Source: an optimization exercise on an open RTL-to-GDS flow (aim: small area). Production flows keep margins and buffers that such runs may drop.
Function was checked by simulation only, so behaviour that the tests miss may differ from the original.
Power and IR drop assume default switching activity.

[flow/constraint.sdc]
create_clock -name core_clock -period 10.0 [get_ports {clk}]
set_input_delay 2.0000 -clock core_clock [delete_from_list [all_inputs] [get_ports {clk}]]
set_output_delay 2.0000 -clock core_clock [all_outputs]
set_load 0.01 [all_outputs]
[flow/flow/run.sh]
#!/bin/bash
# The standard layout (standard.sh), with two changes:
#  - synthesis maps logic with an area-oriented ABC script (flow/mysynth.tcl);
#  - port buffers are buf_1 cells instead of the default choice.
set -euo pipefail
here=$(pwd)
bash standard.sh SYNTH_SCRIPT="$here/flow/mysynth.tcl" \
  BUFFER_PORTS_ARGS="-buffer_cell sky130_fd_sc_hd__buf_1" finish > standard.log 2>&1
[flow/standard.sh]
#!/bin/bash
# synth_recipe.tcl (not shown) runs the flow's synth.tcl, then flattens the netlist and writes it again
# the make line also repeats each setting of config.mk as NAME=value (left out here)
make -C /OpenROAD-flow-scripts/flow DESIGN_CONFIG=/design/flow/config.mk WORK_HOME=/design/flow/orfs CLKGATE_MAP_FILE= SYNTH_SCRIPT=/design/flow/synth_recipe.tcl "${@:-finish}"
[flow/design.v]
module ITVM(clk,rst,vehicleType,destination,seatType,numSeat,confirm,paymentMethod,mobileBank,tk50,tk100,tk500,tk1000,cashin,ticket,totalFare, returnMoney);
input clk, rst;
input [1:0]vehicleType;  
input destination; 
input [1:0]seatType;  
input [11:0]numSeat;
input confirm;
input paymentMethod; 
input mobileBank;  
input tk50;
input tk100;
input tk500;
input tk1000;
output [13:0]cashin;
output ticket;
output [13:0]returnMoney;
output [13:0] totalFare;
reg [12:0] cash;
reg [2:0] pend;
localparam P_NONE = 3'd0, P_50 = 3'd1, P_100 = 3'd2, P_500 = 3'd3, P_1000 = 3'd4, P_ZERO = 3'd5;
reg [11:0] fare;
reg [12:0] ret;
reg [3:0] state;
localparam
Start = 4'd0,
chooseVehicle = 4'd1,
chooseDestination = 4'd2,
calculation = 4'd3,
confirmation = 4'd4,
choosePayment = 4'd5,
mobilebaking = 4'd6,
cashcount = 4'd7,
ticketOut = 4'd8,
returnticket = 4'd9,
ticketStart = 4'd10;  
assign cashin = {cash, 1'b0};
assign totalFare = {fare, 2'b00};
assign returnMoney = {ret, 1'b0};
assign ticket = (state == ticketStart);
function [12:0] rca;
  input [12:0] a, b;
  input ci;
  integer i;
  reg c;
  begin
    c = ci;
    for (i = 0; i < 13; i = i + 1) begin
      rca[i] = a[i] ^ b[i] ^ c;
      c = (a[i] & b[i]) | (c & (a[i] ^ b[i]));
    end
  end
endfunction
reg [8:0] addv;
always @(*) begin
  case (pend)
    P_50: addv = 9'd25;
    P_100: addv = 9'd50;
    P_500: addv = 9'd250;
    P_1000: addv = 9'd500;
    default: addv = 9'd0;
  endcase
end
wire [12:0] ncSum = rca(cash, {4'd0, addv}, 1'b0);
wire [12:0] noteCounter = (pend == P_ZERO) ? 13'd0 : ncSum;
always @(posedge clk) begin
  cash <= noteCounter;
  if (rst) pend <= P_ZERO;
  else if (tk50) pend <= P_50;
  else if (tk100) pend <= P_100;
  else if (tk500) pend <= P_500;
  else if (tk1000) pend <= P_1000;
  else pend <= P_NONE;
end
reg valid, a4, a8, b1, b2, bn;
always @(*) begin
  valid = 1'b1;
  {a8, b1, b2, bn} = 4'b0000;
  a4 = 1'b0;
  case ({vehicleType, destination, seatType})
    5'b00_0_00: {b2} = 1'b1;                
    5'b00_0_01: ;                           
    5'b00_1_00: {a8, b2} = 2'b11;           
    5'b00_1_01: {b1} = 1'b1;                
    5'b01_0_00: ;                           
    5'b01_0_01: {b1, bn} = 2'b11;           
    5'b01_1_00: {b1} = 1'b1;                
    5'b01_1_01: {b1, bn} = 2'b11;           
    5'b10_0_00: ;                           
    5'b10_0_01: {b2, bn} = 2'b11;           
    5'b10_1_00: {a8, b1, bn} = 3'b111;      
    5'b10_1_01: {b1} = 1'b1;                
    5'b11_0_10: a8 = 1'b1;                  
    5'b11_0_11: ;                           
    5'b11_1_10: {a8, b2} = 2'b11;           
    5'b11_1_11: {b2} = 1'b1;                
    default: valid = 1'b0;
  endcase
  a4 = !a8;
  if (rst) {a4, a8, b1, b2, bn} = 5'b00000;
end
wire aero = (vehicleType == 2'b11);
wire [11:0] x = numSeat;
wire [11:0] xp = {rca({3'd0, x[11:2]}, {3'd0, x[9:0] & {10{aero}}}, 1'b0), x[1:0]};
wire [11:0] opA = ({12{a4}} & {xp[9:0], 2'b0}) | ({12{a8}} & {xp[8:0], 3'b0});
wire [11:0] opB = (({12{b1}} & xp) | ({12{b2}} & {xp[10:0], 1'b0})) ^ {12{bn}};
wire [11:0] z = rca({1'b0, opA}, {1'b0, opB}, bn);
wire [11:0] t1 = {z[8:0], 3'b0};
wire [11:0] t2 = {z[7:0], 4'b0};
wire [11:0] cs = z ^ t1 ^ t2;
wire [11:0] cc = ((z & t1) | (z & t2) | (t1 & t2));
wire [11:0] prod = rca({1'b0, cs}, {1'b0, cc[10:0], 1'b0}, 1'b0);
wire [12:0] dsum = rca({1'b0, cash[12:1]}, {1'b0, ~fare}, 1'b1);
wire [11:0] diff = dsum[11:0];
wire nb = dsum[12];             
wire same = (diff == 12'd0);    
wire eq = same & !cash[0];
wire gt = nb & !eq;
always @(posedge clk) begin
  if (rst || (state == calculation && valid)) fare <= prod;
  if (rst) begin
    state <= Start;
    ret <= 13'd0;
  end else begin
    ret <= 13'd0;
    case (state)
      Start, ticketStart: state <= chooseVehicle;
      chooseVehicle: state <= chooseDestination;
      chooseDestination: state <= calculation;
      calculation: if (valid) state <= confirmation;
      confirmation: state <= confirm ? choosePayment : Start;
      choosePayment: state <= paymentMethod ? mobilebaking : cashcount;
      mobilebaking: state <= mobileBank ? ticketOut : Start;
      cashcount: state <= gt ? returnticket : (eq ? ticketOut : cashcount);
      ticketOut: state <= ticketStart;
      returnticket: begin
        state <= ticketStart;
        ret <= {diff, cash[0]};
      end
      default: state <= Start;
    endcase
  end
end
endmodule
[flow/config.mk]
export PLATFORM = sky130hd
export DESIGN_NAME = ITVM
export DESIGN_NICKNAME = ITVM
export VERILOG_FILES = /design/flow/design.v
export SDC_FILE = /design/flow/constraint.sdc
export NUM_CORES = 4
export LEC_CHECK = 0
export CAP_MARGIN = 20
export CORE_MARGIN = 2
export CORE_UTILIZATION = 40
export SLEW_MARGIN = 20
[flow/flow/abc_area.script]
&get -n
&st
&deepsyn -T 40
&put
dch -f
amap
&get -n
&st
&deepsyn -T 20 -S 7
&put
dch
amap
[flow/flow/mysynth.tcl]
# The standard flow's synthesis script (synth_recipe.tcl), with two changes for area:
#  - ABC runs an area-oriented script (abc_area.script beside this file)
#    instead of ORFS's speed script;
#  - only full adders are extracted as adder cells; half adders stay plain
#    logic for ABC to map.
set my_abc_script [file join [file dirname [file normalize [info script]]] abc_area.script]
proc synth {args} { yosys synth -nofsm -noshare {*}$args }
proc abc {args} {
  set i [lsearch $args -script]
  if {$i >= 0} { lset args [expr {$i + 1}] $::my_abc_script }
  yosys abc {*}$args
}
proc extract_fa {args} { yosys extract_fa -fa }
source $::env(SCRIPTS_DIR)/synth.tcl
# left out here: clear keep_hierarchy, flatten, clean up, hide names made inside functions, write 1_2_yosys.v
==> flow_summary_export.csv, run 1 <==
group,metric,value,unit
synth,synth_top_family_by_area,"adder cells",
floorplan,design.core.area,0.00765,mm^2
clock_network,ctsResizeCount,0,
route,route.detailed.drc,0,
global_routing,grt_pass1_wl,10.7,mm
global_routing,grt_max_degree,14,
worst_setup_path,end_kind,"register",
sta,fmax,108,MHz
synth,synth_mux_area_share,0,%
sta,setup_viol_count_final,0,
power_and_ir_drop,p_leak,1.24,nW
floorplan,dieWidth,92.6,um
synth,synthArstFlopShare,0,%
sta,final.setup.worst_slack,0.730,ns
worst_hold_path,min_path_type,"register to register",
power_and_ir_drop,p_total,0.676,mW
route,vias,2424,
floorplan,die-area,0.00857,mm^2
global_routing,grt_pass1_vias,2410,
floorplan,num_rows,32,
placement,place_ws,0.459,ns
route,drtIter0Drc,82,
synth,ys.flop_type,"dfxtp_1",
layout,fin_util,47.0,%
global_routing,top_usage_layer,"met2",
route,wl_per_cell,12.2,um
layout,layout-drive-gt1-share,1.76,%
synth,ys_seq_area_share,32.5,%
power_and_ir_drop,power.switching,0.259,mW
worst_setup_path,cp.arrival,9.31,ns
flow_run,drv_cap,0,
synth,synthAdderAreaFrac,31.2,%
worst_setup_path,cp_slowest_stage_delay,0.55,ns
sta,slew_violations,0,
placement,placed_area,0.00350,mm^2
global_routing,grt.overflow.total,0,
route,vias_per_cell,4.85,
power_and_ir_drop,seqPwrFrac,38.8,%
synth,ys_seq_elements,45,
status,run_status,"finished clean",
sta,period_share,92.7,%
power_and_ir_drop,swShare,38.3,%
worst_setup_path,start_kind,"input pin",
power_and_ir_drop,power_density,188,mW/mm^2
power_and_ir_drop,power_frac_comb,43.1,%
placement,place_congestion,0.814,
layout,nNetsFinal,472,
power_and_ir_drop,irDropWorstVdd,0.0000710,V
synth,synth_area,0.00314,mm^2
sta,min_period,9.27,ns
global_routing,use_met3,2.52,%
route,dr.pass1.iters,4,
worst_setup_path,crit_top_cell,"fa_1",
clock_network,clkTransAtPathRegs,0.08,ns
clock_network,cts_tree,"built",
sta,tightestPinTransition,0.916,ns
global_routing,use_met2,28.5,%
sta,slew_headroom,38.6,%
synth,synth_warnings,1,
power_and_ir_drop,p_clk_share,18.1,%
layout,final_area,0.00360,mm^2
sta,rsz0062_at_grt,"no",
clock_network,insertion_delay,0.29,ns
sta,setup-tns-final,0,ns
floorplan,fp.dieH,92.6,um
route,wirelength,6.08,mm
worst_setup_path,cp_max_fo,10,
clock_network,cts_setup_buffers,0,
floorplan,start_util,41.1,%
route,ant_nets,0,
synth,synth_cells,326,
sta,fin_worst_skew,0.00804,ns
placement,port_buffers,64,
synth,synthSimpleGateAreaFrac,13.6,%
power_and_ir_drop,internal-power,0.417,mW
clock_network,clock_sinks,45,
synth,synth_xor_area_share,0.558,%
layout,nFillCells,768,
synth,synth_edf_count,12,
layout,antenna_cells,0,
placement,hpwl,5.32,mm
floorplan,pin_count,69,
clock_network,cts-root-buf,"clkbuf_8",
worst_setup_path,critPathSlowestCell,"nor2b_1",
layout,syn2layout_area_growth,14.6,%
worst_setup_path,crit_required,10.04,ns
worst_setup_path,path_class,"input pin to register",
synth,synth.avg_cell_area,9.63,um^2
clock_network,htree_levels,2,
sta,final-hold-violation-count,0,
global_routing,grt.total_usage,15.8,%
clock_network,cts_hold_buf,0,
clock_network,cts-buffers-inserted,5,
global_routing,gr-usage-met1,19.0,%
synth,synth_compound_area_share,13.6,%
synth,synth_cell_types,30,
clock_network,clock_path_buffers,2,
global_routing,antenna_found_initial,0,
-- layout by cell type (no fill, tap or decap), types with 3 or more instances in the layout --
cell type,synthesis,final
buf_1,0,64
clkinv_1,62,63
fa_1,49,49
nor2_1,47,47
dfxtp_1,33,33
nand2_1,20,20
a21oi_1,14,14
o21ai_0,12,12
o22ai_1,12,12
edfxtp_1,12,12
nor3_1,9,9
a211oi_1,9,9
nor2b_1,6,6
o22a_1,6,6
clkbuf_8,0,5
nand3_1,4,4
or2_0,4,4
conb_1,1,4
a31oi_1,3,3
o21a_1,3,3
o221ai_1,3,3
-- routing by layer --
metal | part of all wire, % | routed length [um]
met1 | 44 | 2690
met2 | 49 | 2950
met3 | 4.9 | 300
met4 | 2.2 | 133
met5 | 0 | 0
-- flip-flops by register name, summed over array words and instances, names as in the netlist --
| register | cells |
|---|---|
| cash | 13 |
| fare | 12 |
| pend | 3 |
| ret | 13 |
| state | 4 |
-- Yosys cell counts, types with 2 or more instances --
| master | instances | share of area (%) |
|---|---|---|
| or2_0 | 4 | 0.80 |
| o221ai_1 | 3 | 0.84 |
| o22a_1 | 6 | 1.7 |
| nor3_1 | 9 | 1.4 |
| nand3_1 | 4 | 0.64 |
| buf_4 | 4 | 0.96 |
| nand4_1 | 2 | 0.40 |
| xor2_1 | 2 | 0.56 |
| nor2_1 | 47 | 5.6 |
| edfxtp_1 | 12 | 11 |
| clkinv_1 | 62 | 7.4 |
| dfxtp_1 | 33 | 21 |
| a21oi_1 | 14 | 2.2 |
| o21bai_1 | 2 | 0.48 |
| fa_1 | 49 | 31 |
| nor2b_1 | 6 | 1.2 |
| a211oi_1 | 9 | 2.2 |
| nand2_1 | 20 | 2.4 |
| o21ai_0 | 12 | 1.9 |
| a31oi_1 | 3 | 0.60 |
| o21a_1 | 3 | 0.72 |
| o22ai_1 | 12 | 2.4 |
-- cell type report --
| type | count | area [um^2] | share of cell area [%] |
|---|---|---|---|
| multi-input cells | 218 | 1870 | 51.9 |
| flip-flops and latches | 45 | 1020 | 28.4 |
| repair buffers | 65 | 248 | 6.89 |
| inverters | 62 | 233 | 6.47 |
| well taps | 102 | 128 | 3.55 |
| clock buffers | 7 | 97.6 | 2.71 |
| clock inverters | 1 | 3.75 | 0.104 |
-- metrics by stage --
stage	hold slack, ns	instances
floorplan	0.486	329
global placement	0.487	492
detailed placement	0.486	492
CTS	0.498	500
global route	0.534	500
finish	0.499	500
-- path summary, 6_finish.rpt --
| path | startpoint | endpoint | slack, ns | depth (start not counted) |
|---|---|---|---|---|
| hold reg to reg | cash[0] | ret[0] | 0.50 | 2 |
| hold / removal | cash[0] | ret[0] | 0.50 | 2 |
| setup / recovery | vehicleType[0] | fare[11] | 0.73 | 31 |
| setup reg to reg | cash[2] | state[1] | 3.92 | 20 |
-- logic make-up after synthesis --
group | Yosys count
flops | 45
compound gates | 66
buf+inv | 66
simple gates | 97
fa+ha+maj | 49
xor+xnor | 2
other cells | 1
-- power by group through the flow --
| stage | Clock, mW | Combinational (mW) | Sequential [mW] |
|---|---|---|---|
| after CTS | 0.125 | 0.298 | 0.264 |
| after global placement | 0 | 0.288 | 0.267 |
| final | 0.122 | 0.291 | 0.262 |
| after floorplan | 0 | 0.202 | 0.276 |
| after global routing | 0.133 | 0.343 | 0.268 |
| after detailed placement | 0 | 0.297 | 0.268 |
-- worst max-delay path, delay by kind of cell --
| kind | cells | cell delay [ns] |
|---|---|---|
| adder cells (fa/ha/maj) | 11 | 4.31 |
| XOR/XNOR | 1 | 0.20 |
| buffers and inverters | 7 | 0.83 |
| AO/OA/AOI/OAI | 5 | 0.79 |
| AND/OR/NAND/NOR | 7 | 1.16 |
==> inputs of run 2 (changes only) <==
--- a/flow/design.v
+++ b/flow/design.v
@@ -18,5 +18,5 @@
 reg [12:0] cash;
 reg [2:0] pend;
-localparam P_NONE = 3'd0, P_50 = 3'd1, P_100 = 3'd2, P_500 = 3'd3, P_1000 = 3'd4, P_ZERO = 3'd5;
+localparam P_NONE = 3'd0, P_50 = 3'd1, P_100 = 3'd2, P_500 = 3'd3, P_1000 = 3'd4;
 reg [11:0] fare;
 reg [12:0] ret;
@@ -33,5 +33,6 @@
 ticketOut = 4'd8,
 returnticket = 4'd9,
-ticketStart = 4'd10;  
+ticketStart = 4'd10,  
+resetStart = 4'd11;  
 assign cashin = {cash, 1'b0};
 assign totalFare = {fare, 2'b00};
@@ -62,9 +63,8 @@
 end
 wire [12:0] ncSum = rca(cash, {4'd0, addv}, 1'b0);
-wire [12:0] noteCounter = (pend == P_ZERO) ? 13'd0 : ncSum;
+wire [12:0] noteCounter = (state == resetStart) ? 13'd0 : ncSum;
 always @(posedge clk) begin
   cash <= noteCounter;
-  if (rst) pend <= P_ZERO;
-  else if (tk50) pend <= P_50;
+  if (tk50) pend <= P_50;
   else if (tk100) pend <= P_100;
   else if (tk500) pend <= P_500;
@@ -119,10 +119,10 @@
   if (rst || (state == calculation && valid)) fare <= prod;
   if (rst) begin
-    state <= Start;
+    state <= resetStart;
     ret <= 13'd0;
   end else begin
     ret <= 13'd0;
     case (state)
-      Start, ticketStart: state <= chooseVehicle;
+      Start, ticketStart, resetStart: state <= chooseVehicle;
       chooseVehicle: state <= chooseDestination;
       chooseDestination: state <= calculation;
==> run 2 against run 1 <==
  * Combinational power grew 26%
  * Design area is 0.31% lower
  * Core utilization is 0.15 points lower
  * Clock-buffer cell count shrank 1
  * Die area down 0.27%
  * Global-route usage grew 0.17 points
  * Critical path depth decreased by 2
  * Clock skew shrank 0.0013 ns
  * Largest cell class unchanged
==> flow_summary_export.csv, run 2 <==
group,metric,value,unit
status,run_status,"finished clean",
sta,tightestPinTransition,0.909,ns
power_and_ir_drop,power_frac_comb,47.6,%
worst_setup_path,cp_slowest_stage_delay,0.54,ns
worst_setup_path,start_kind,"input pin",
sta,rsz0062_at_grt,"no",
power_and_ir_drop,p_leak,1.26,nW
floorplan,fp.dieH,92.5,um
layout,nNetsFinal,483,
worst_setup_path,critPathSlowestCell,"fa_1",
route,wirelength,6.14,mm
sta,final-hold-violation-count,0,
placement,place_ws,0.546,ns
route,dr.pass1.iters,5,
synth,synth_top_area_share,31.3,%
worst_setup_path,ff2ff_path_depth,21,
clock_network,cts_setup_buffers,0,
route,route.detailed.drc,0,
floorplan,dieWidth,92.5,um
synth,ys_seq_area_share,32.6,%
power_and_ir_drop,power.switching,0.312,mW
sta,setup_viol_count_final,0,
floorplan,start_util,40.9,%
power_and_ir_drop,seqPwrFrac,37.0,%
worst_setup_path,crit_required,10.04,ns
synth,synth.avg_cell_area,9.29,um^2
synth,synth_cells,337,
synth,synth_common_cells,"nor2_1, clkinv_1, fa_1",
worst_setup_path,cp.arrival,9.13,ns
worst_setup_path,crit_cells,29,
clock_network,cts-buffers-inserted,5,
route,drtIter0Drc,78,
power_and_ir_drop,swShare,40.5,%
floorplan,design.core.area,0.00765,mm^2
sta,fin_worst_skew,0.00676,ns
sta,setup-tns-final,0,ns
floorplan,die-area,0.00855,mm^2
synth,ys.flop_type,"dfxtp_1",
clock_network,clock_path_buffers,2,
floorplan,num_rows,32,
worst_setup_path,path_buf_inv,5,
synth,synth_top_family_by_area,"adder cells",
clock_network,clock_sinks,45,
global_routing,grt.overflow.total,0,
synth,synth_mux_area_share,0,%
synth,synthAdderAreaFrac,31.3,%
synth,yosys-top-cells-area,"fa_1, dfxtp_1, edfxtp_1, nor2_1, clkinv_1",
sta,slew_headroom,39.2,%
worst_setup_path,crit_top_cell,"fa_1",
synth,synth_compound_area_share,11.2,%
clock_network,htree_levels,2,
placement,place_congestion,0.784,
synth,synth_edf_count,12,
synth,synth_cell_types,27,
power_and_ir_drop,irDropWorstVdd,0.0000739,V
clock_network,clkTransAtPathRegs,0.08,ns
worst_setup_path,path_class,"input pin to register",
sta,fmax,110,MHz
worst_setup_path,cp_max_fo,19,
sta,fin_hold_ws,0.498,ns
clock_network,ctsResizeCount,0,
synth,ys_seq_elements,45,
layout,layout-drive-gt1-share,1.96,%
layout,syn2layout_area_growth,14.5,%
sta,final.setup.worst_slack,0.903,ns
global_routing,grt.total_usage,15.9,%
layout,reg.largest.list,"cash: 13 flops, ret: 13 flops, fare: 12 flops",
clock_network,insertion_delay,0.29,ns
synth,yosysMostFrequentCell,"nor2_1",
route,ant_nets,0,
global_routing,antenna_found_initial,0,
worst_setup_path,startpoint,"seatType[0]",
clock_network,cts_hold_buf,0,
sta,min_period,9.10,ns
synth,synth_top_cell_by_area,"fa_1",
placement,hpwl,5.29,mm
route,vias,2435,
power_and_ir_drop,p_clk_share,15.5,%
synth,synthArstFlopShare,0,%
synth,synthSimpleGateAreaFrac,15.6,%
layout,antenna_cells,0,
synth,synth_xor_area_share,0.560,%
worst_setup_path,r2r-start,"cash[2]",
worst_setup_path,cpLargestDelayFamily,"adder cells",
power_and_ir_drop,power_density,215,mW/mm^2
worst_setup_path,end_kind,"register",
route,vias_per_cell,4.77,
sta,period_share,91.0,%
placement,port_buffers,64,
layout,final_cell_mix,"nor2_1, clkinv_1, buf_1, fa_1, dfxtp_1",
synth,synth_warnings,1,
global_routing,grt_pass1_wl,10.9,mm
worst_setup_path,cp-endpoint,"fare[11]",
floorplan,pin_count,69,
route,wl_per_cell,12.0,um
worst_hold_path,min_path_type,"register to register",
global_routing,grt_pass1_vias,2439,
global_routing,grt_max_degree,20,
clock_network,cts-root-buf,"clkbuf_8",
worst_setup_path,regToRegSetupSlack,3.72,ns
clock_network,cts_tree,"built",
synth,synth_area,0.00313,mm^2
flow_run,drv_cap,0,
power_and_ir_drop,internal-power,0.460,mW
sta,slew_violations,0,
worst_setup_path,r2r_end,"state[1]",
layout,final_common_cell,"nor2_1",
run 2: cells by family (layout without fill, tap and decap cells):
| logic type | after synthesis | after routing |
|---|---|---|
| xor gates and xnor gates | 2 | 2 |
| and+or+nand+nor | 114 | 114 |
| adders and majority gates | 49 | 49 |
| AOI/OAI and AO/OA | 58 | 58 |
| other | 1 | 4 |
| buffers and inverters | 68 | 136 |
| DFF | 45 | 45 |
run 2: layout make-up:
class	instances	area, um^2
clock buffers	6	93.8
clock inverters	1	5.00
fillers	746	4060
inverters	64	240
multi-input cells	227	1850
flip-flops and latches	45	1020
well taps	102	128
repair buffers	65	248
run 2: power groups by stage:
stage	clock network, mW	registers, mW	logic [mW]
after CTS	0.124	0.286	0.375
after floorplan	0	0.304	0.249
after global routing	0.131	0.293	0.434
final	0.119	0.285	0.367
after detailed placement	0	0.291	0.374
after global placement	0	0.290	0.362
run 2: how the worst min path moves through the flow:
stage	from	to	slack, ns	cells after the start
after floorplan	state[2]	state[1]	0.48	1
after global placement	cash[0]	ret[0]	0.49	2
after detailed placement	cash[0]	ret[0]	0.49	2
after CTS	cash[0]	ret[0]	0.51	2
after global routing	cash[0]	ret[0]	0.53	2
final	cash[0]	ret[0]	0.50	2
run 2: metal layers:
metal | vias up | share of wire, % | global-route usage (%)
li1 | 1224 | - | -
met1 | 1140 | 41 | 18.5
met4 | 0 | 1.3 | 3.73
met3 | 7 | 4.4 | 2.52
met5 | - | 0 | 0
met2 | 64 | 53 | 30.5
run 2: stage by stage:
step           area [um^2]  std cells  util, %  total power [mW]
6_report              3590        510     46.9             0.772
5_1_grt               3590        510     46.9             0.858
4_1_cts               3590        510     46.9             0.785
3_5_place_dp          3490        503     45.6             0.664
3_3_place_gp          3490        503     45.6             0.652
2_1_floorplan         3140        340        -             0.554
run 2: worst register-to-register path: stages, from the launching register on:
cell and delay, ns:
dfxtp_1 0.41, clkinv_1 0.12, fa_1 0.44, fa_1 0.39
fa_1 0.40, fa_1 0.39, fa_1 0.39, fa_1 0.40
fa_1 0.40, fa_1 0.39, fa_1 0.38, fa_1 0.38
clkinv_1 0.06, fa_1 0.41, clkinv_1 0.09, nand4_1 0.09
nor4b_1 0.55, nor2_1 0.09, nor2_1 0.15, nor2_1 0.07
nor2_1 0.08, o21ai_0 0.08
==> inputs of run 3 (changes only) <==
==> flow/flow/run.sh (replaced) <==
#!/bin/bash
# The standard layout (standard.sh), with three changes:
#  - synthesis maps logic with an area-oriented ABC script (flow/mysynth.tcl);
#  - port buffers are buf_1 cells instead of the default choice;
#  - clock tree synthesis adds no dummy loads to the clock nets.
set -euo pipefail
here=$(pwd)
bash standard.sh SYNTH_SCRIPT="$here/flow/mysynth.tcl" \
  BUFFER_PORTS_ARGS="-buffer_cell sky130_fd_sc_hd__buf_1" \
  CTS_ARGS="-sink_clustering_enable -repair_clock_nets -dont_use_dummy_load" \
  finish > standard.log 2>&1
--- a/flow/config.mk
+++ b/flow/config.mk
@@ -6,6 +6,6 @@
 export NUM_CORES = 4
 export LEC_CHECK = 0
-export CAP_MARGIN = 20
+export CAP_MARGIN = 0
 export CORE_MARGIN = 2
 export CORE_UTILIZATION = 40
-export SLEW_MARGIN = 20
+export SLEW_MARGIN = 0
==> run 3 against run 2 <==
  * Synthesized area unchanged
  * Global-route usage is essentially flat
  * Wire length fell by 0.16%
  * Cell count shrank 0.39%
  * Clock-buffer cell count shrank 1
  * Core utilization is 0.39 points lower
  * Non-clock buffer count did not move
  * Largest cell class unchanged
  * Largest power group unchanged
==> flow_summary_export.csv, run 3 <==
group,metric,value,unit
synth,ys_seq_elements,45,
synth,synth_cells,337,
synth,synth_cell_types,27,
clock_network,clock_sinks,45,
worst_setup_path,crit_top_cell,"fa_1",
floorplan,design.core.area,0.00765,mm^2
route,vias,2421,
clock_network,cts-root-buf,"clkbuf_8",
sta,min_period,9.10,ns
clock_network,cts_setup_buffers,0,
power_and_ir_drop,irDropWorstVdd,0.0000737,V
layout,final_cell_mix,"nor2_1, clkinv_1, buf_1, fa_1, dfxtp_1",
synth,synth_top_area_share,31.3,%
worst_setup_path,start_kind,"input pin",
layout,multi_input_area,0.00185,mm^2
worst_setup_path,cp.arrival,9.13,ns
floorplan,fp.dieH,92.5,um
placement,place_ws,0.546,ns
route,ant_nets,0,
floorplan,num_rows,32,
synth,ys_seq_area_share,32.6,%
global_routing,grt_pass1_vias,2432,
layout,nNetsFinal,483,
synth,synth_edf_count,12,
floorplan,dieWidth,92.5,um
layout,antenna_cells,0,
clock_network,insertion_delay,0.29,ns
global_routing,grt.overflow.total,0,
clock_network,clock_path_buffers,2,
placement,hpwl,5.29,mm
placement,place_congestion,0.784,
power_and_ir_drop,p_leak,1.25,nW
worst_setup_path,path_class,"input pin to register",
layout,nFillCells,745,
status,run_status,"finished clean",
clock_network,clkTransAtPathRegs,0.08,ns
layout,reg.largest.list,"cash: 13 flops, ret: 13 flops, fare: 12 flops",
route,wirelength,6.13,mm
floorplan,start_util,40.9,%
flow_run,drv_cap,0,
synth,ys.flop_type,"dfxtp_1",
sta,slew_headroom,39.1,%
sta,fmax,110,MHz
synth,yosysMostFrequentCell,"nor2_1",
worst_setup_path,cp_max_fo,19,
synth,synth_area,0.00313,mm^2
synth,synth.avg_cell_area,9.29,um^2
power_and_ir_drop,p_total,0.750,mW
worst_setup_path,cpLargestDelayFamily,"adder cells",
global_routing,grt.total_usage,16.0,%
global_routing,grt_pass1_wl,10.9,mm
placement,placed_area,0.00349,mm^2
synth,synth_warnings,1,
synth,yosys-top-cells-area,"fa_1, dfxtp_1, edfxtp_1, nor2_1, clkinv_1",
floorplan,pin_count,69,
worst_setup_path,end_kind,"register",
layout,final_common_cell,"nor2_1",
worst_setup_path,crit_required,10.03,ns
route,wl_per_cell,12.1,um
global_routing,antenna_found_initial,0,
route,vias_per_cell,4.77,
sta,setup-tns-final,0,ns
clock_network,cts-buffers-inserted,5,
layout,final_area,0.00356,mm^2
clock_network,cts_hold_buf,0,
sta,setup_viol_count_final,0,
worst_hold_path,min_path_type,"register to register",
synth,synth_top_cell_by_area,"fa_1",
layout,seq_area,0.00102,mm^2
worst_setup_path,critPathSlowestCell,"fa_1",
route,route.detailed.drc,0,
sta,fin_worst_skew,0.0156,ns
layout,layout-drive-gt1-share,1.48,%
power_and_ir_drop,power_density,211,mW/mm^2
clock_network,cts_tree,"built",
sta,tightestPinTransition,0.910,ns
layout,syn2layout_area_growth,13.6,%
route,dr.pass1.iters,6,
worst_setup_path,cp_slowest_stage_delay,0.54,ns
synth,synth_common_cells,"nor2_1, clkinv_1, fa_1",
synth,synthArstFlopShare,0,%
floorplan,die-area,0.00855,mm^2
clock_network,htree_levels,2,
sta,final.setup.worst_slack,0.898,ns
sta,rsz0062_at_grt,"no",
placement,port_buffers,64,
sta,final-hold-violation-count,0,
sta,slew_violations,0,
global_routing,grt_max_degree,20,
clock_network,ctsResizeCount,0,
sta,period_share,91.0,%
worst_setup_path,path_buf_inv,5,
route,drtIter0Drc,66,
-- run 3: cell counts after synthesis --
Identical to the previous run, type by type.
-- run 3: layer usage --
layer / track usage (%) / wire length (um) / up-vias
met4: 4.10 / 84 / 0
met5: 0 / 0 / -
met2: 30.6 / 3270 / 59
met3: 2.52 / 258 / 7
met1: 18.4 / 2510 / 1135
li1: - / - / 1220
-- run 3: final cells by class --
| cell class | count | share of cell area, % |
|---|---|---|
| Clock buffer | 5 | 1.94 |
| Multi-Input combinational cell | 227 | 52.0 |
| Tap cell | 102 | 3.59 |
| Timing Repair Buffer | 65 | 6.97 |
| Inverter | 64 | 6.76 |
| Sequential cell | 45 | 28.7 |
-- run 3: where the power goes --
group / internal, mW / total (mW) / switching [mW]
registers: 0.247 / 0.286 / 0.0383
logic: 0.149 / 0.366 / 0.217
clock network: 0.0451 / 0.0976 / 0.0525
-- run 3: worst paths after layout --
path                                   from        to  slack [ns]  cells after the start
worst max-delay path            seatType[0]  fare[11]        0.90                     29
worst min-delay path                cash[0]    ret[0]        0.50                      2
worst min register to register      cash[0]    ret[0]        0.50                      2
worst max register to register      cash[2]  state[1]        3.74                     21
-- run 3: cell families (layout without fill, tap and decap cells) --
group | Yosys count | in the layout | share of synthesized area (%)
AOI/OAI and AO/OA | 58 | 58 | 11.2
xor gates and xnor gates | 2 | 2 | 0.560
other | 1 | 4 | 0.120
and+or+nand+nor | 114 | 114 | 15.6
buffers and inverters | 68 | 134 | 8.63
DFF | 45 | 45 | 32.6
adders and majority gates | 49 | 49 | 31.3
-- run 3: tightest hold or removal path, delay by kind of cell (launching register included) --
family	cells	cell delay [ns]
buffers and inverters	1	0.09
AND/OR/NAND/NOR	1	0.05
flip-flops	1	0.32
-- run 3: metrics by stage --
step | utilization, % | cells | hold slack [ns]
floorplan | - | 340 | 0.482
finish | 46.5 | 508 | 0.498
CTS | 46.5 | 508 | 0.505
detailed placement | 45.6 | 503 | 0.492
global route | 46.5 | 508 | 0.526
global placement | 45.6 | 503 | 0.488
==> inputs of run 4 (changes only) <==
--- a/flow/config.mk
+++ b/flow/config.mk
@@ -6,6 +6,6 @@
 export NUM_CORES = 4
 export LEC_CHECK = 0
-export CAP_MARGIN = 0
+export CAP_MARGIN = 20
 export CORE_MARGIN = 2
 export CORE_UTILIZATION = 40
-export SLEW_MARGIN = 0
+export SLEW_MARGIN = 20
==> run 4 against run 3 <==
  * Clock power barely moved
  * Synthesized area did not move
  * Die area did not move
  * Critical endpoint unchanged
  * Cell count did not move
  * Clock-buffer cell count did not move
  * Largest power group unchanged
  * Sequential share of layout area did not move
  * Design area did not move
  * Sequential power barely moved
  * Still clean on timing, DRC and antenna
==> flow_summary_export.csv, run 4 <==
group,metric,value,unit
synth,ys_seq_elements,45,
worst_setup_path,crit_required,10.03,ns
clock_network,cts_setup_buffers,0,
layout,final_common_cell,"nor2_1",
synth,synth_top_cell_by_area,"fa_1",
layout,reg.largest.list,"cash: 13 flops, ret: 13 flops, fare: 12 flops",
clock_network,clock_path_buffers,2,
floorplan,dieWidth,92.5,um
floorplan,design.core.area,0.00765,mm^2
power_and_ir_drop,irDropWorstVdd,0.0000737,V
clock_network,insertion_delay,0.29,ns
floorplan,num_rows,32,
global_routing,grt_pass1_wl,10.9,mm
worst_setup_path,start_kind,"input pin",
sta,min_period,9.10,ns
floorplan,start_util,40.9,%
floorplan,fp.dieH,92.5,um
synth,ys_seq_area_share,32.6,%
route,vias,2421,
synth,synth_warnings,1,
sta,slew_headroom,39.1,%
route,wl_per_cell,12.1,um
layout,antenna_cells,0,
sta,period_share,91.0,%
worst_setup_path,critPathSlowestCell,"fa_1",
worst_setup_path,path_class,"input pin to register",
synth,synthArstFlopShare,0,%
worst_setup_path,cp.arrival,9.13,ns
clock_network,cts_hold_buf,0,
route,wirelength,6.13,mm
worst_setup_path,regToRegSetupSlack,3.74,ns
sta,setup_viol_count_final,0,
power_and_ir_drop,p_leak,1.25,nW
status,run_status,"finished clean",
placement,port_buffers,64,
sta,slew_violations,0,
flow_run,drv_cap,0,
worst_setup_path,crit_top_cell,"fa_1",
layout,nFillCells,745,
synth,yosysMostFrequentCell,"nor2_1",
sta,tightestPinTransition,0.910,ns
layout,layout-drive-gt1-share,1.48,%
layout,final_cell_mix,"nor2_1, clkinv_1, buf_1, fa_1, dfxtp_1",
global_routing,grt.total_usage,16.0,%
route,drtIter0Drc,66,
synth,synth_area,0.00313,mm^2
sta,setup-tns-final,0,ns
layout,multi_input_area,0.00185,mm^2
floorplan,pin_count,69,
layout,syn2layout_area_growth,13.6,%
sta,final-hold-violation-count,0,
clock_network,cts-root-buf,"clkbuf_8",
worst_setup_path,cp_max_fo,19,
worst_setup_path,end_kind,"register",
floorplan,die-area,0.00855,mm^2
global_routing,grt.overflow.total,0,
sta,fin_worst_skew,0.0156,ns
sta,rsz0062_at_grt,"no",
global_routing,antenna_found_initial,0,
clock_network,clock_sinks,45,
synth,synth_cells,337,
sta,fmax,110,MHz
synth,synth_common_cells,"nor2_1, clkinv_1, fa_1",
placement,place_congestion,0.784,
worst_hold_path,min_path_type,"register to register",
layout,seq_area,0.00102,mm^2
global_routing,grt_pass1_vias,2432,
synth,synth.avg_cell_area,9.29,um^2
clock_network,clkTransAtPathRegs,0.08,ns
route,route.detailed.drc,0,
synth,synth_edf_count,12,
synth,synth_top_area_share,31.3,%
route,vias_per_cell,4.77,
synth,yosys-top-cells-area,"fa_1, dfxtp_1, edfxtp_1, nor2_1, clkinv_1",
global_routing,grt_max_degree,20,
clock_network,cts-buffers-inserted,5,
power_and_ir_drop,power_density,211,mW/mm^2
power_and_ir_drop,p_total,0.750,mW
route,ant_nets,0,
clock_network,cts_tree,"built",
worst_setup_path,cp_slowest_stage_delay,0.54,ns
route,dr.pass1.iters,6,
clock_network,ctsResizeCount,0,
clock_network,htree_levels,2,
synth,synth_cell_types,27,
layout,nNetsFinal,483,
synth,ys.flop_type,"dfxtp_1",
placement,hpwl,5.29,mm
==> run 4: cell counts after synthesis <==
No cell type changed its count.
==> run 4: cell type report <==
cell class	instances	share of cell area, %
tap	102	3.59
sequential	45	28.7
timing repair buffer	65	6.97
inverter	64	6.76
clock buffer	5	1.94
multi-input combinational	227	52.0
==> run 4: logic make-up after synthesis <==
family | synth area share [%]
flip-flops | 32.6
adder cells (fa/ha/maj) | 31.3
AO/OA/AOI/OAI | 11.2
other | 0.120
buffers and inverters | 8.63
AND/OR/NAND/NOR | 15.6
XOR/XNOR | 0.560
==> run 4: layer usage <==
layer  routed length (um)  vias up  part of all wire [%]  GRT usage (%)
met5                    0        -                     0              0
li1                     -     1220                     -              -
met2                 3270       59                    53           30.6
met4                   84        0                   1.4           4.10
met3                  258        7                   4.2           2.52
met1                 2510     1135                    41           18.4
==> run 4: metrics by stage <==
stage	util (%)	std cells	setup WS, ns	instance area (um^2)	hold WS (ns)
6_report	46.5	508	0.898	3560	0.498
5_1_grt	46.5	508	0.296	3560	0.526
4_1_cts	46.5	508	0.868	3560	0.505
3_5_place_dp	45.6	503	0.546	3490	0.492
3_3_place_gp	45.6	503	0.876	3490	0.488
2_1_floorplan	-	340	1.19	3140	0.482
==> run 4: worst paths after layout <==
kind	cells past startpoint	to	start
min	2	ret[0]	cash[0]
min reg2reg	2	ret[0]	cash[0]
max reg2reg	21	state[1]	cash[2]
max	29	fare[11]	seatType[0]
==> run 4: report_power, final <==
| part | internal, mW | switching [mW] | total, mW |
|---|---|---|---|
| registers | 0.247 | 0.0383 | 0.286 |
| clock network | 0.0451 | 0.0525 | 0.0976 |
| logic | 0.149 | 0.217 | 0.366 |
| total | 0.442 | 0.308 | 0.750 |
==> run 4: critical path, delay by kind of cell <==
family          cells  cell delay (ns)
compound gates      4             0.25
fa+ha+maj          11             4.24
simple gates        9             1.70
buf+inv             5             0.94
==> inputs of run 5 (changes only) <==
--- a/flow/flow/run.sh
+++ b/flow/flow/run.sh
@@ -8,4 +8,4 @@
 bash standard.sh SYNTH_SCRIPT="$here/flow/mysynth.tcl" \
   BUFFER_PORTS_ARGS="-buffer_cell sky130_fd_sc_hd__buf_1" \
-  CTS_ARGS="-sink_clustering_enable -repair_clock_nets -dont_use_dummy_load" \
+  CTS_ARGS="-sink_clustering_enable -repair_clock_nets -dont_use_dummy_load -root_buf sky130_fd_sc_hd__clkbuf_4 -buf_list {sky130_fd_sc_hd__clkbuf_4}" \
   finish > standard.log 2>&1
--- a/flow/config.mk
+++ b/flow/config.mk
@@ -8,4 +8,5 @@
 export CAP_MARGIN = 20
 export CORE_MARGIN = 2
-export CORE_UTILIZATION = 40
+export CORE_UTILIZATION = 85
+export PLACE_DENSITY = 0.9
 export SLEW_MARGIN = 20
==> run 5 against run 4 <==
  * The flow now stops in 3_5_place_dp
  * Synthesized cell count stayed put
  * Synthesized area stayed put
==> flow_summary_export.csv, run 5 <==
group,metric,value,unit
status,run_status,"stopped before the end",
status,lastStage,"3_5_place_dp",
status,stop_error,"[ERROR DPL-0033] detailed placement checks failed during check placement.",
synth,synth_compound_area_share,11.2,%
synth,synth_xor_area_share,0.560,%
synth,synth_top_cell_by_area,"fa_1",
placement,hpwl,6.51,mm
floorplan,fp.dieH,64.7,um
synth,synth_common_cells,"nor2_1, clkinv_1, fa_1",
synth,synthAdderAreaFrac,31.3,%
synth,synth_cells,337,
synth,ys_seq_area_share,32.6,%
synth,synth_warnings,1,
synth,synthSimpleGateAreaFrac,15.6,%
synth,synth_mux_area_share,0,%
synth,synth.avg_cell_area,9.29,um^2
synth,synth_top_family_by_area,"adder cells",
floorplan,num_rows,22,
placement,port_buffers,64,
synth,synth_area,0.00313,mm^2
synth,synth_top_area_share,31.3,%
synth,synth_edf_count,12,
synth,synth_cell_types,27,
synth,ys.flop_type,"dfxtp_1",
floorplan,dieWidth,64.7,um
floorplan,start_util,86.8,%
synth,yosys-top-cells-area,"fa_1, dfxtp_1, edfxtp_1, nor2_1, clkinv_1",
synth,ys_seq_elements,45,
synth,yosysMostFrequentCell,"nor2_1",
floorplan,pin_count,69,
synth,synthArstFlopShare,0,%
placement,place_congestion,0.882,
## run 5: cell counts after synthesis
Identical to the previous run, type by type.
## run 5: worst min-delay path by stage
stage                 from  endpoint  slack [ns]  cells after the start
floorplan         state[2]  state[1]        0.48                      1
global placement   cash[0]    ret[0]        0.48                      2
## run 5: cells by family after synthesis
logic type,count (synthesis)
buf+inv,68
compound gates,58
flops,45
fa+ha+maj,49
other cells,1
xor+xnor,2
simple gates,114
## run 5: power by group through the flow
stage	clock network, mW	registers [mW]	logic, mW
after global placement	0	0.286	0.348
after floorplan	0	0.304	0.249
==> inputs of run 6 (changes only) <==
--- a/flow/design.v
+++ b/flow/design.v
@@ -75,26 +75,24 @@
 always @(*) begin
   valid = 1'b1;
-  {a8, b1, b2, bn} = 4'b0000;
-  a4 = 1'b0;
+  {a4, a8, b1, b2, bn} = 5'b00000;
   case ({vehicleType, destination, seatType})
-    5'b00_0_00: {b2} = 1'b1;                
-    5'b00_0_01: ;                           
+    5'b00_0_00: {a4, b2} = 2'b11;           
+    5'b00_0_01: a4 = 1'b1;                  
     5'b00_1_00: {a8, b2} = 2'b11;           
-    5'b00_1_01: {b1} = 1'b1;                
-    5'b01_0_00: ;                           
-    5'b01_0_01: {b1, bn} = 2'b11;           
-    5'b01_1_00: {b1} = 1'b1;                
-    5'b01_1_01: {b1, bn} = 2'b11;           
-    5'b10_0_00: ;                           
-    5'b10_0_01: {b2, bn} = 2'b11;           
-    5'b10_1_00: {a8, b1, bn} = 3'b111;      
-    5'b10_1_01: {b1} = 1'b1;                
+    5'b00_1_01: {a4, b1} = 2'b11;           
+    5'b01_0_00: a4 = 1'b1;                  
+    5'b01_0_01: {a4, bn} = 2'b11;           
+    5'b01_1_00: {a4, b1} = 2'b11;           
+    5'b01_1_01: {a4, bn} = 2'b11;           
+    5'b10_0_00: a4 = 1'b1;                  
+    5'b10_0_01: b2 = 1'b1;                  
+    5'b10_1_00: {a8, bn} = 2'b11;           
+    5'b10_1_01: {a4, b1} = 2'b11;           
     5'b11_0_10: a8 = 1'b1;                  
-    5'b11_0_11: ;                           
+    5'b11_0_11: a4 = 1'b1;                  
     5'b11_1_10: {a8, b2} = 2'b11;           
-    5'b11_1_11: {b2} = 1'b1;                
+    5'b11_1_11: {a4, b2} = 2'b11;           
     default: valid = 1'b0;
   endcase
-  a4 = !a8;
   if (rst) {a4, a8, b1, b2, bn} = 5'b00000;
 end
@@ -103,5 +101,5 @@
 wire [11:0] xp = {rca({3'd0, x[11:2]}, {3'd0, x[9:0] & {10{aero}}}, 1'b0), x[1:0]};
 wire [11:0] opA = ({12{a4}} & {xp[9:0], 2'b0}) | ({12{a8}} & {xp[8:0], 3'b0});
-wire [11:0] opB = (({12{b1}} & xp) | ({12{b2}} & {xp[10:0], 1'b0})) ^ {12{bn}};
+wire [11:0] opB = ({12{b1}} & xp) | ({12{b2}} & {xp[10:0], 1'b0}) | ({12{bn}} & ~xp);
 wire [11:0] z = rca({1'b0, opA}, {1'b0, opB}, bn);
 wire [11:0] t1 = {z[8:0], 3'b0};
--- a/flow/flow/run.sh
+++ b/flow/flow/run.sh
@@ -8,4 +8,4 @@
 bash standard.sh SYNTH_SCRIPT="$here/flow/mysynth.tcl" \
   BUFFER_PORTS_ARGS="-buffer_cell sky130_fd_sc_hd__buf_1" \
-  CTS_ARGS="-sink_clustering_enable -repair_clock_nets -dont_use_dummy_load -root_buf sky130_fd_sc_hd__clkbuf_4 -buf_list {sky130_fd_sc_hd__clkbuf_4}" \
+  CTS_ARGS="-sink_clustering_enable -repair_clock_nets -dont_use_dummy_load" \
   finish > standard.log 2>&1
--- a/flow/config.mk
+++ b/flow/config.mk
@@ -8,5 +8,4 @@
 export CAP_MARGIN = 20
 export CORE_MARGIN = 2
-export CORE_UTILIZATION = 85
-export PLACE_DENSITY = 0.9
+export CORE_UTILIZATION = 40
 export SLEW_MARGIN = 20
==> run 6 against run 5 <==
  * Now clean on timing, DRC and antenna
  * Synthesized cell count is 3.0% lower
  * Synthesized area down 0.60%
==> flow_summary_export.csv, run 6 <==
group,metric,value,unit
layout,final_cell_mix,"clkinv_1, buf_1, nor2_1, fa_1, dfxtp_1",
worst_hold_path,min_path_type,"register to register",
sta,setup_viol_count_final,0,
floorplan,die-area,0.00850,mm^2
placement,port_buffers,64,
layout,layout-drive-gt1-share,2.76,%
placement,dp_cells,496,
power_and_ir_drop,irDropWorstVdd,0.0000818,V
sta,setup-tns-final,0,ns
synth,synth_top_area_share,31.5,%
power_and_ir_drop,power_density,215,mW/mm^2
sta,tightestPinTransition,0.922,ns
global_routing,grt_max_degree,14,
synth,yosysMostFrequentCell,"clkinv_1",
synth,synthArstFlopShare,0,%
layout,seq_area,0.00102,mm^2
layout,nFillCells,747,
route,wl_per_cell,11.9,um
worst_setup_path,path_class,"input pin to register",
synth,ys_seq_elements,45,
synth,synth_top_cell_by_area,"fa_1",
route,wirelength,5.96,mm
sta,slew_violations,0,
layout,multi_input_area,0.00182,mm^2
sta,rsz0062_at_grt,"no",
clock_network,clock_sinks,45,
route,vias,2382,
synth,synth.avg_cell_area,9.52,um^2
sta,final.setup.worst_slack,0.772,ns
route,vias_per_cell,4.75,
clock_network,cts-buffers-inserted,5,
route,drtIter0Drc,82,
floorplan,design.core.area,0.00765,mm^2
synth,synth_common_cells,"clkinv_1, nor2_1, fa_1",
global_routing,antenna_found_initial,0,
worst_setup_path,cp.arrival,9.25,ns
clock_network,cts-root-buf,"clkbuf_8",
floorplan,dieWidth,92.2,um
status,run_status,"finished clean",
flow_run,drv_cap,0,
worst_setup_path,crit_top_cell,"fa_1",
sta,final-hold-violation-count,0,
layout,antenna_cells,0,
route,dr.pass1.iters,4,
worst_setup_path,crit_required,10.02,ns
placement,place_congestion,0.886,
synth,synth_edf_count,12,
route,route.detailed.drc,0,
global_routing,grt_pass1_vias,2294,
synth,synth_warnings,1,
clock_network,insertion_delay,0.30,ns
clock_network,clock_path_buffers,2,
clock_network,cts_hold_buf,0,
layout,reg.largest.list,"cash: 13 flops, ret: 13 flops, fare: 12 flops",
sta,fin_worst_skew,0.0168,ns
sta,fmax,108,MHz
worst_setup_path,start_kind,"input pin",
layout,nNetsFinal,476,
floorplan,start_util,40.7,%
sta,period_share,92.3,%
worst_setup_path,end_kind,"register",
layout,fin_util,46.6,%
global_routing,grt.overflow.total,0,
clock_network,clkTransAtPathRegs,0.07,ns
global_routing,grt.total_usage,15.3,%
synth,yosys-top-cells-area,"fa_1, dfxtp_1, edfxtp_1, clkinv_1, nor2_1",
clock_network,htree_levels,2,
placement,place_ws,0.176,ns
synth,ys.flop_type,"dfxtp_1",
floorplan,pin_count,69,
worst_setup_path,critPathSlowestCell,"fa_1",
global_routing,grt_pass1_wl,10.2,mm
clock_network,cts_tree,"built",
power_and_ir_drop,p_leak,1.25,nW
worst_setup_path,cp_slowest_stage_delay,0.54,ns
worst_setup_path,cp_max_fo,11,
route,ant_nets,0,
floorplan,fp.dieH,92.2,um
layout,final_common_cell,"clkinv_1",
sta,slew_headroom,38.3,%
placement,hpwl,5.26,mm
sta,fin_hold_ws,0.491,ns
synth,ys_seq_area_share,32.8,%
floorplan,num_rows,32,
synth,synth_area,0.00311,mm^2
sta,min_period,9.23,ns
synth,synth_cells,327,
synth,synth_cell_types,29,
layout,syn2layout_area_growth,14.6,%
layout,fin_cells,501,
## run 6: cell count changes after synthesis, moves of 2 or more
cell,delta
a221oi_1,+3
nor4_1,-2
nor2_1,-9
a21oi_1,-4
nor3_1,-3
o221a_1,+6
clkinv_1,+4
o22a_1,-2
o22ai_1,-10
nand2_1,+4
## run 6: final timing paths
path / start / to / slack (ns) / cells past startpoint
min reg2reg: cash[0] / ret[0] / 0.49 / 2
max reg2reg: cash[2] / state[2] / 4.03 / 20
max: vehicleType[1] / fare[11] / 0.77 / 32
min: cash[0] / ret[0] / 0.49 / 2
## run 6: cell type report
type | instances | area share, %
well taps | 102 | 3.58
clock buffers | 5 | 1.93
multi-input cells | 213 | 51.1
inverters | 68 | 7.16
flip-flops and latches | 45 | 28.6
repair buffers | 68 | 7.58
## run 6: kinds of logic after synthesis
family	count (synthesis)	share of synthesized area (%)
fa+ha+maj	49	31.5
compound gates	56	12.3
simple gates	103	13.8
flops	45	32.8
buf+inv	72	9.17
other cells	1	0.121
xor+xnor	1	0.282
## run 6: through the flow
stage | power [mW] | cell area (um^2)
5_1_grt | 0.851 | 3570
4_1_cts | 0.779 | 3560
2_1_floorplan | 0.560 | 3120
3_5_place_dp | 0.680 | 3490
3_3_place_gp | 0.664 | 3490
6_report | 0.767 | 3570
## run 6: power by group
group          internal [mW]  total (mW)  leakage, nW  switching (mW)
sequential             0.249       0.290        0.392          0.0412
clock                 0.0451      0.0990       0.0359          0.0539
combinational          0.155       0.379        0.819           0.224
## run 6: what timing repair did
item,4_1_cts,5_1_grt
resized for setup,0,3
setup endpoints to repair,0,1
buffers inserted,0,0
## run 6: worst max-delay path: cells and delay by family
kind | cells | cell delay, ns
buffers and inverters | 6 | 0.71
and+or+nand+nor | 8 | 1.04
adders and majority gates | 11 | 4.51
AOI/OAI and AO/OA | 7 | 0.98
## run 6: metal layers
layer	wire (um)	GRT usage, %	vias to the layer above
li1	-	-	1185
met1	2530	19.2	1124
met2	2940	25.2	63
met3	382	4.44	10
met4	108	5.60	0
met5	0	0	-
==> inputs of run 7 (changes only) <==
==> flow/flow/run.sh (replaced) <==
#!/bin/bash
# The standard layout (standard.sh), with three changes:
#  - synthesis is flow/mysynth.tcl: area-oriented ABC, and a choice of
#    full-adder polarity that saves inverters (flow/rtlil_pol.py);
#  - port buffers are buf_1 cells instead of the default choice;
#  - clock tree synthesis adds no dummy loads to the clock nets.
# Each tool's output is in the ORFS logs under orfs/logs; standard.log has the rest.
set -euo pipefail
here=$(pwd)
bash standard.sh SYNTH_SCRIPT="$here/flow/mysynth.tcl" \
  BUFFER_PORTS_ARGS="-buffer_cell sky130_fd_sc_hd__buf_1" \
  CTS_ARGS="-sink_clustering_enable -repair_clock_nets -dont_use_dummy_load -sink_clustering_size 16 -sink_clustering_max_diameter 200 -buf_list {sky130_fd_sc_hd__clkbuf_8}" \
  finish > standard.log 2>&1
==> flow/flow/abc_area.script (replaced) <==
&get -n
&st
&deepsyn -T 20
&put
dch -f
amap
==> flow/flow/mysynth.tcl (replaced) <==
# The standard flow's synthesis script (synth_recipe.tcl), with three changes for area:
#  - only full adders are extracted as adder cells; half adders stay plain
#    logic for ABC to map;
#  - just before ABC maps the logic, rtlil_pol.py picks for each full adder
#    whether to use it with all pins inverted (a full adder is self-dual),
#    so that fewer inverters end up between adders, flip-flops and ports;
#  - ABC runs an area-oriented script (abc_area.script beside this file)
#    instead of ORFS's speed script.
set my_dir [file dirname [file normalize [info script]]]
proc synth {args} { yosys synth -nofsm -noshare {*}$args }
proc extract_fa {args} { yosys extract_fa -fa }
proc abc {args} {
  set pre $::env(RESULTS_DIR)/1_2_pre_abc.il
  set post $::env(RESULTS_DIR)/1_2_pre_abc_pol.il
  yosys write_rtlil $pre
  set py python3
  if {[info exists ::env(PYTHON_EXE)] && $::env(PYTHON_EXE) ne ""} { set py $::env(PYTHON_EXE) }
  exec $py $::my_dir/rtlil_pol.py $pre $post $::env(DESIGN_NAME) >@ stdout 2>@ stdout
  yosys design -reset
  yosys read_rtlil $post
  yosys hierarchy -top $::env(DESIGN_NAME)
  set i [lsearch $args -script]
  if {$i >= 0} { lset args [expr {$i + 1}] $::my_dir/abc_area.script }
  yosys abc {*}$args
}
source $::env(SCRIPTS_DIR)/synth.tcl
# left out here: clear keep_hierarchy, flatten, clean up, hide names made inside functions, write 1_2_yosys.v
==> flow/flow/rtlil_pol.py (new file) <==
#!/usr/bin/env python3
"""Full-adder polarity choice before ABC (own synthesis step).

A full adder is self-dual: inverting its three inputs inverts both outputs.
Reads the RTLIL dump taken just before ABC maps the logic, and for each
full-adder cell (sky130_fd_sc_hd__fa_1) chooses whether to use it with all
its pins inverted, so that fewer inverters are left where ABC cannot fold
them into other gates: between two full adders, or between a full adder and
a flip-flop, a port or a primary input. Inverted pins get $_NOT_ cells, which
ABC merges with the logic around them. The function is unchanged.
Usage: rtlil_pol.py in.il out.il top
"""
import re, sys, random

src, dst, top = sys.argv[1], sys.argv[2], sys.argv[3]
text = open(src).read()
mstart = text.index('\nmodule \\%s\n' % top) + 1
mend = text.index('\nend\n', mstart) + 1
mod = text[mstart:mend]
lines = mod.split('\n')

FA = '\\sky130_fd_sc_hd__fa_1'
FA_OUT = {'COUT', 'SUM'}
LOGIC = {'$_AND_', '$_OR_', '$_XOR_', '$_XNOR_', '$_NAND_', '$_NOR_', '$_ANDNOT_',
         '$_ORNOT_', '$_MUX_', '$_NMUX_', '$_AOI3_', '$_OAI3_', '$_AOI4_', '$_OAI4_'}
OUTPINS = {'Y', 'Q', 'X', 'COUT', 'SUM', 'HI', 'LO', 'Q_N'}

wires = {}
ports_in, ports_out = set(), set()
for l in lines:
    m = re.match(r'\s*wire\s+(.*)$', l)
    if m:
        toks = m.group(1).split()
        name = toks[-1]
        width = 1; off = 0
        i = 0
        while i < len(toks) - 1:
            if toks[i] == 'width': width = int(toks[i + 1]); i += 2
            elif toks[i] == 'offset': off = int(toks[i + 1]); i += 2
            elif toks[i] in ('input', 'output', 'inout'):
                (ports_in if toks[i] == 'input' else ports_out).add(name); i += 2
            elif toks[i] == 'upto': i += 1
            else: i += 1
        wires[name] = (width, off)

tok_re = re.compile(r"\{|\}|\d+'[01xzm-]+|[\\$]\S+(?:\s+\[\d+(?::\d+)?\])?")
def bits(spec):
    out = []
    for t in tok_re.findall(spec):
        if t in '{}': continue
        if t[0].isdigit():
            n, v = t.split("'")
            out.extend(('const', c) for c in reversed(v))
            continue
        m = re.match(r'(\S+)(?:\s+\[(\d+)(?::(\d+))?\])?$', t)
        name, a, b = m.group(1), m.group(2), m.group(3)
        w, off = wires[name]
        if a is None:
            out.extend((name, off + k) for k in range(w))
        elif b is None:
            out.append((name, int(a)))
        else:
            out.extend((name, k) for k in range(int(b), int(a) + 1))
    # tok list is MSB first inside concatenations; RTLIL sigspecs list MSB first
    return out
def bits_lsb(spec):
    # RTLIL writes concatenations MSB first and ranges as [hi:lo]; return LSB first
    parts = []
    s = spec.strip()
    if s.startswith('{'):
        inner = s[1:-1]
        for t in tok_re.findall(inner):
            parts.append(t)
        res = []
        for t in reversed(parts):
            res.extend(bits(t))
        return res
    return bits(s)

parent = {}
def find(x):
    while parent.get(x, x) != x:
        parent[x] = parent.get(parent[x], parent[x]); x = parent[x]
    return x
def union(a, b):
    ra, rb = find(a), find(b)
    if ra == rb: return
    if ra[0] == 'const': ra, rb = rb, ra
    parent[ra] = rb

cells = []  # (type, name, {pin: spec}, line index of 'cell', line index of 'end')
i = 0
while i < len(lines):
    l = lines[i]
    m = re.match(r'  cell (\S+) (\S+)$', l)
    if m:
        conns = {}
        j = i + 1
        while not lines[j].startswith('  end'):
            mm = re.match(r'    connect \\(\S+) (.*)$', lines[j])
            if mm: conns[mm.group(1)] = mm.group(2)
            j += 1
        cells.append((m.group(1), m.group(2), conns, i, j))
        i = j + 1
        continue
    m = re.match(r'  connect (.*)$', l)
    if m:
        # split the two sigspecs
        s = m.group(1)
        toks = []
        depth = 0; cur = ''
        for t in re.findall(r"\{|\}|\d+'[01xzm-]+|[\\$]\S+(?:\s+\[\d+(?::\d+)?\])?", s):
            cur += t + ' '
            if t == '{': depth += 1
            elif t == '}': depth -= 1
            if depth == 0:
                toks.append(cur.strip()); cur = ''
        a, b = bits_lsb(toks[0]), bits_lsb(toks[1])
        for x, y in zip(a, b): union(x, y)
    i += 1

def pinbit(spec):
    b = bits_lsb(spec)
    assert len(b) == 1, spec
    return b[0]

# drivers and consumers per net root
drv = {}
cons = {}
for ci, (t, n, conns, _, _) in enumerate(cells):
    for p, s in conns.items():
        b = find(pinbit(s))
        if p in OUTPINS:
            drv[b] = (ci, p)
        else:
            cons.setdefault(b, []).append((ci, p))
for w in ports_in:
    for k in range(wires[w][0]):
        drv.setdefault(find((w, wires[w][1] + k)), ('PI', None))
outbits = set()
for w in ports_out:
    for k in range(wires[w][0]):
        outbits.add(find((w, wires[w][1] + k)))

# families through $_NOT_ chains
fam = {}
def family(b):
    if b in fam: return fam[b]
    d = drv.get(b)
    if d and d[0] != 'PI' and cells[d[0]][0] == '$_NOT_':
        base, pol = family(find(pinbit(cells[d[0]][2]['A'])))
        r = (base, pol ^ 1)
    else:
        r = (b, 0)
    fam[b] = r
    return r

fas = [ci for ci, c in enumerate(cells) if c[0] == FA]
kind = {}
bneeds = {}   # base -> list of (consumer fa or None, pol)
for b in set(list(drv.keys()) + list(cons.keys()) + list(outbits)):
    base, pol = family(b)
    for ci, p in cons.get(b, []):
        t = cells[ci][0]
        if t == '$_NOT_': continue
        if t in LOGIC:
            bneeds.setdefault(base, []).append((-1, pol))
            continue
        bneeds.setdefault(base, []).append((ci if t == FA else None, pol))
    if b in outbits:
        bneeds.setdefault(base, []).append((None, pol))
def drvkind(base):
    if base[0] == 'const': return ('const', None)
    d = drv.get(base)
    if d is None or d[0] == 'PI': return ('fixed', None)
    t = cells[d[0]][0]
    if t == FA: return ('fa', d[0])
    if t in LOGIC: return ('logic', None)
    return ('fixed', None)
dk = {b: drvkind(b) for b in bneeds}
flip = {f: 0 for f in fas}
touch = {f: set() for f in fas}
for b, xs in bneeds.items():
    if dk[b][0] == 'fa': touch[dk[b][1]].add(b)
    for f, _ in xs:
        if f is not None and f != -1: touch[f].add(b)
LW = 0.0  # inverters next to other logic: ABC folds them into the gates
def inv_needed(b):
    k, f = dk[b]
    if k == 'const': return 0
    hard = set(pol ^ (flip[c] if c is not None else 0) for c, pol in bneeds[b] if c != -1)
    soft = set(pol for c, pol in bneeds[b] if c == -1)
    if k == 'logic':
        return 1 if len(hard) > 1 else 0
    P = flip[f] if k == 'fa' else 0
    if any(n != P for n in hard): return 1
    return LW if any(n != P for n in soft) else 0
def cost(): return sum(inv_needed(b) for b in bneeds)

start = cost(); best = start; best_flip = dict(flip)
rng = random.Random(1)
for rnd in range(200):
    if rnd:
        flip = dict(best_flip)
        for f in rng.sample(fas, max(1, len(fas) // 8)): flip[f] ^= 1
    improved = True
    while improved:
        improved = False
        for f in fas:
            before = sum(inv_needed(b) for b in touch[f])
            flip[f] ^= 1
            after = sum(inv_needed(b) for b in touch[f])
            if after < before: improved = True
            elif after > before or rng.random() < 0.5: flip[f] ^= 1
    c = cost()
    if c < best: best, best_flip = c, dict(flip)
flip = best_flip

# rewrite. Flipped full adders drive new wires, and a $_NOT_ restores each
# original output net. Then every full-adder input is wired to the base of its
# signal, or to one shared $_NOT_ of that base, as its polarity needs.
new_wires, new_cells = [], []
out_lines = list(lines)
def sig(bit):
    if bit[0] == 'const': return "1'" + bit[1]
    w, i = bit
    width, off = wires.get(w, (1, 0))
    return w if width == 1 and off == 0 and i == 0 else '%s [%d]' % (w, i)
def setpin(f, p, spec):
    t, n, conns, li, le = cells[f]
    for j in range(li + 1, le):
        if out_lines[j].startswith('    connect \\%s ' % p):
            out_lines[j] = '    connect \\%s %s' % (p, spec)
k = 0
overrides = {}
def newwire():
    global k
    w = '$polfix$w%d' % k; k += 1
    new_wires.append('  wire %s' % w)
    wires[w] = (1, 0)
    return w
for f in fas:
    if not flip[f]: continue
    conns = cells[f][2]
    for p in ('COUT', 'SUM'):
        if p not in conns: continue
        w = newwire()
        new_cells.append('  cell $_NOT_ $polfix$c%d\n    connect \\A %s\n    connect \\Y %s\n  end' % (k, w, conns[p]))
        setpin(f, p, w)
        b = find(pinbit(conns[p]))
        overrides[b] = ((w, 0), 1)     # the output net is now the inverse of the new wire
        overrides[(w, 0)] = ((w, 0), 0)
fam.clear()
fam.update(overrides)
inv_of = {}
for f in fas:
    conns = cells[f][2]
    for p in ('A', 'B', 'CIN'):
        if p not in conns: continue
        b = find(pinbit(conns[p]))
        base, pol = family(b)
        if base[0] == 'const':
            val = base[1] if (pol ^ flip[f]) == 0 else {'0': '1', '1': '0'}.get(base[1], base[1])
            setpin(f, p, "1'" + val)
            continue
        if (pol ^ flip[f]) == 0:
            setpin(f, p, sig(base))
        else:
            if base not in inv_of:
                w = newwire()
                new_cells.append('  cell $_NOT_ $polfix$c%d\n    connect \\A %s\n    connect \\Y %s\n  end' % (k, sig(base), w))
                inv_of[base] = w
            setpin(f, p, inv_of[base])
first_cell = next(j for j, l in enumerate(out_lines) if l.startswith('  cell ') or l.startswith('  attribute '))
out_lines[first_cell:first_cell] = new_wires
body = '\n'.join(out_lines)
if not body.endswith('\n'): body += '\n'
body += '\n'.join(new_cells) + '\n'
open(dst, 'w').write(text[:mstart] + body + text[mend:])
sys.stderr.write('rtlil_pol: %d full adders, %d flipped; boundary inverter cost %g -> %g\n'
                 % (len(fas), sum(flip.values()), start, best))
==> run 7 against run 6 <==
  * Still clean
  * Combinational power grew 33%
  * First-iteration DRC count grew 52%
  * Sequential power grew 11%
  * Sequential cell count is the same
  * Design area shrank 2.6%
  * Register-to-register slack lost 0.20 ns
  * Total power grew 21%
  * Worst setup slack gained 0.00090 ns
  * Non-clock buffer count is the same
  * Clock power grew 0.9%
  * Synthesized area shrank 3.0%
  * Maximum frequency is essentially flat
  * Critical endpoint unchanged
  * Largest cell class unchanged
  * Highest routed layer unchanged
==> flow_summary_export.csv, run 7 <==
group,metric,value,unit
placement,placed_area,0.00339,mm^2
clock_network,cts_hold_buf,0,
worst_setup_path,path_buf_inv,3,
worst_setup_path,cpLargestDelayFamily,"adder cells",
power_and_ir_drop,p_leak,1.29,nW
floorplan,num_rows,31,
worst_hold_path,hold-path-cell-count,1,
global_routing,grt_max_degree,15,
route,vias_per_cell,4.89,
route,wirelength,5.98,mm
layout,multi_input_area,0.00182,mm^2
floorplan,dieWidth,90.9,um
status,run_status,"finished clean",
layout,nNetsFinal,448,
power_and_ir_drop,power.switching,0.402,mW
placement,hpwl,5.09,mm
global_routing,grt_pass1_vias,2196,
route,vias,2300,
clock_network,clock_path_buffers,2,
clock_network,cts-buffers-inserted,5,
global_routing,grt_pass1_wl,10.0,mm
global_routing,grt.overflow.total,0,
worst_hold_path,hold_end,"cash[12]",
synth,ys_seq_area_share,33.8,%
power_and_ir_drop,p_total,0.926,mW
route,ant_nets,0,
worst_setup_path,end_kind,"register",
sta,min_period,9.23,ns
worst_setup_path,crit_required,10.03,ns
worst_setup_path,crit_top_cell,"fa_1",
sta,final-hold-violation-count,0,
global_routing,grt.total_usage,15.2,%
sta,fin_worst_skew,0.0187,ns
worst_setup_path,cp_max_fo,10,
route,route.detailed.drc,0,
placement,place_congestion,0.861,
worst_setup_path,start_kind,"input pin",
worst_hold_path,hold_start,"cash[12]",
synth,synth_top_cell_by_area,"fa_1",
synth,yosysMostFrequentCell,"fa_1",
power_and_ir_drop,p_clk_share,10.8,%
power_and_ir_drop,internal-power,0.524,mW
synth,yosys-top-cells-area,"fa_1, dfxtp_1, edfxtp_1, clkinv_1, nor2_1",
sta,fmax,108,MHz
clock_network,insertion_delay,0.30,ns
worst_setup_path,r2r-start,"cash[2]",
layout,syn2layout_area_growth,15.0,%
synth,synth.avg_cell_area,10.0,um^2
layout,fin_util,47.6,%
[run 7: changes by cell type in the layout (fill, tap and decap cells not counted), moves of 3 or more]
cell | previous run | this run
o21ai_0 | 10 | 22
a211oi_1 | 4 | 1
o22a_1 | 4 | 0
nand2_1 | 23 | 14
clkinv_1 | 68 | 45
nor2_1 | 58 | 40
a21oi_1 | 15 | 10
o22ai_1 | 7 | 20
or3_1 | 1 | 4
o221a_1 | 6 | 0
nor2b_1 | 5 | 16
[run 7: area by class of cell]
cell class              count  area share [%]
clock buffers               5            1.98
inverters                  45            4.86
multi-input cells         208            52.4
flip-flops and latches     45            29.4
well taps                  99            3.57
repair buffers             68            7.78
[run 7: metrics by stage]
stage	hold WS (ns)	worst slack (ns)	cells
2_1_floorplan	0.488	0.0917	305
3_3_place_gp	0.481	0.499	465
3_5_place_dp	0.500	0.294	465
4_1_cts	0.515	0.583	470
5_1_grt	0.545	0.0440	470
6_report	0.517	0.772	470
[run 7: cells by family (layout without fill, tap and decap cells)]
group / after synthesis / count (layout) / synth area share (%)
DFF: 45 / 45 / 33.8
and+or+nand+nor: 92 / 92 / 14.2
other: 1 / 4 / 0.124
adders and majority gates: 49 / 49 / 32.5
AOI/OAI and AO/OA: 63 / 63 / 12.4
buffers and inverters: 52 / 118 / 6.96
[run 7: layer usage]
metal | GRT usage, % | wire (um)
met4 | 4.67 | 82
met2 | 24.6 | 2950
met1 | 20.2 | 2620
met3 | 3.59 | 327
met5 | 0 | 0
[run 7: worst reg2reg max path, delay by kind of cell, from the launching register on]
kind | cells | cell delay (ns)
flops | 1 | 0.40
buf+inv | 2 | 0.25
compound gates | 1 | 0.14
simple gates | 4 | 0.72
fa+ha+maj | 11 | 4.51
[run 7: worst max-delay path by stage]
stage / start / slack (ns) / end / cells after the start
after global routing: rst / 0.04 / fare[11] / 28
final: rst / 0.77 / fare[11] / 28
after detailed placement: rst / 0.29 / fare[11] / 28
after floorplan: vehicleType[1] / 0.09 / fare[11] / 28
after global placement: rst / 0.50 / fare[11] / 28
after CTS: rst / 0.58 / fare[11] / 28
[run 7: power groups by stage]
stage	logic (mW)	clock network [mW]	registers (mW)
after floorplan	0.329	0	0.338
after global placement	0.500	0	0.327
after detailed placement	0.506	0	0.327
after CTS	0.511	0.104	0.323
after global routing	0.581	0.113	0.332
final	0.505	0.0999	0.321
[run 7: timing repair]
item                                    CTS  global route
resized for setup                         0             3
endpoints found under the setup margin    0             1
setup buffers                             0             0

Re-timed with assumed drivers on the ports (clkbuf_16 on the clock, buf_2 on other inputs), run 7 has 0.777 ns of setup slack against 0.772 ns with ideal ports, and 0.462 ns once port delays also move by the mid clock arrival of 0.315 ns.
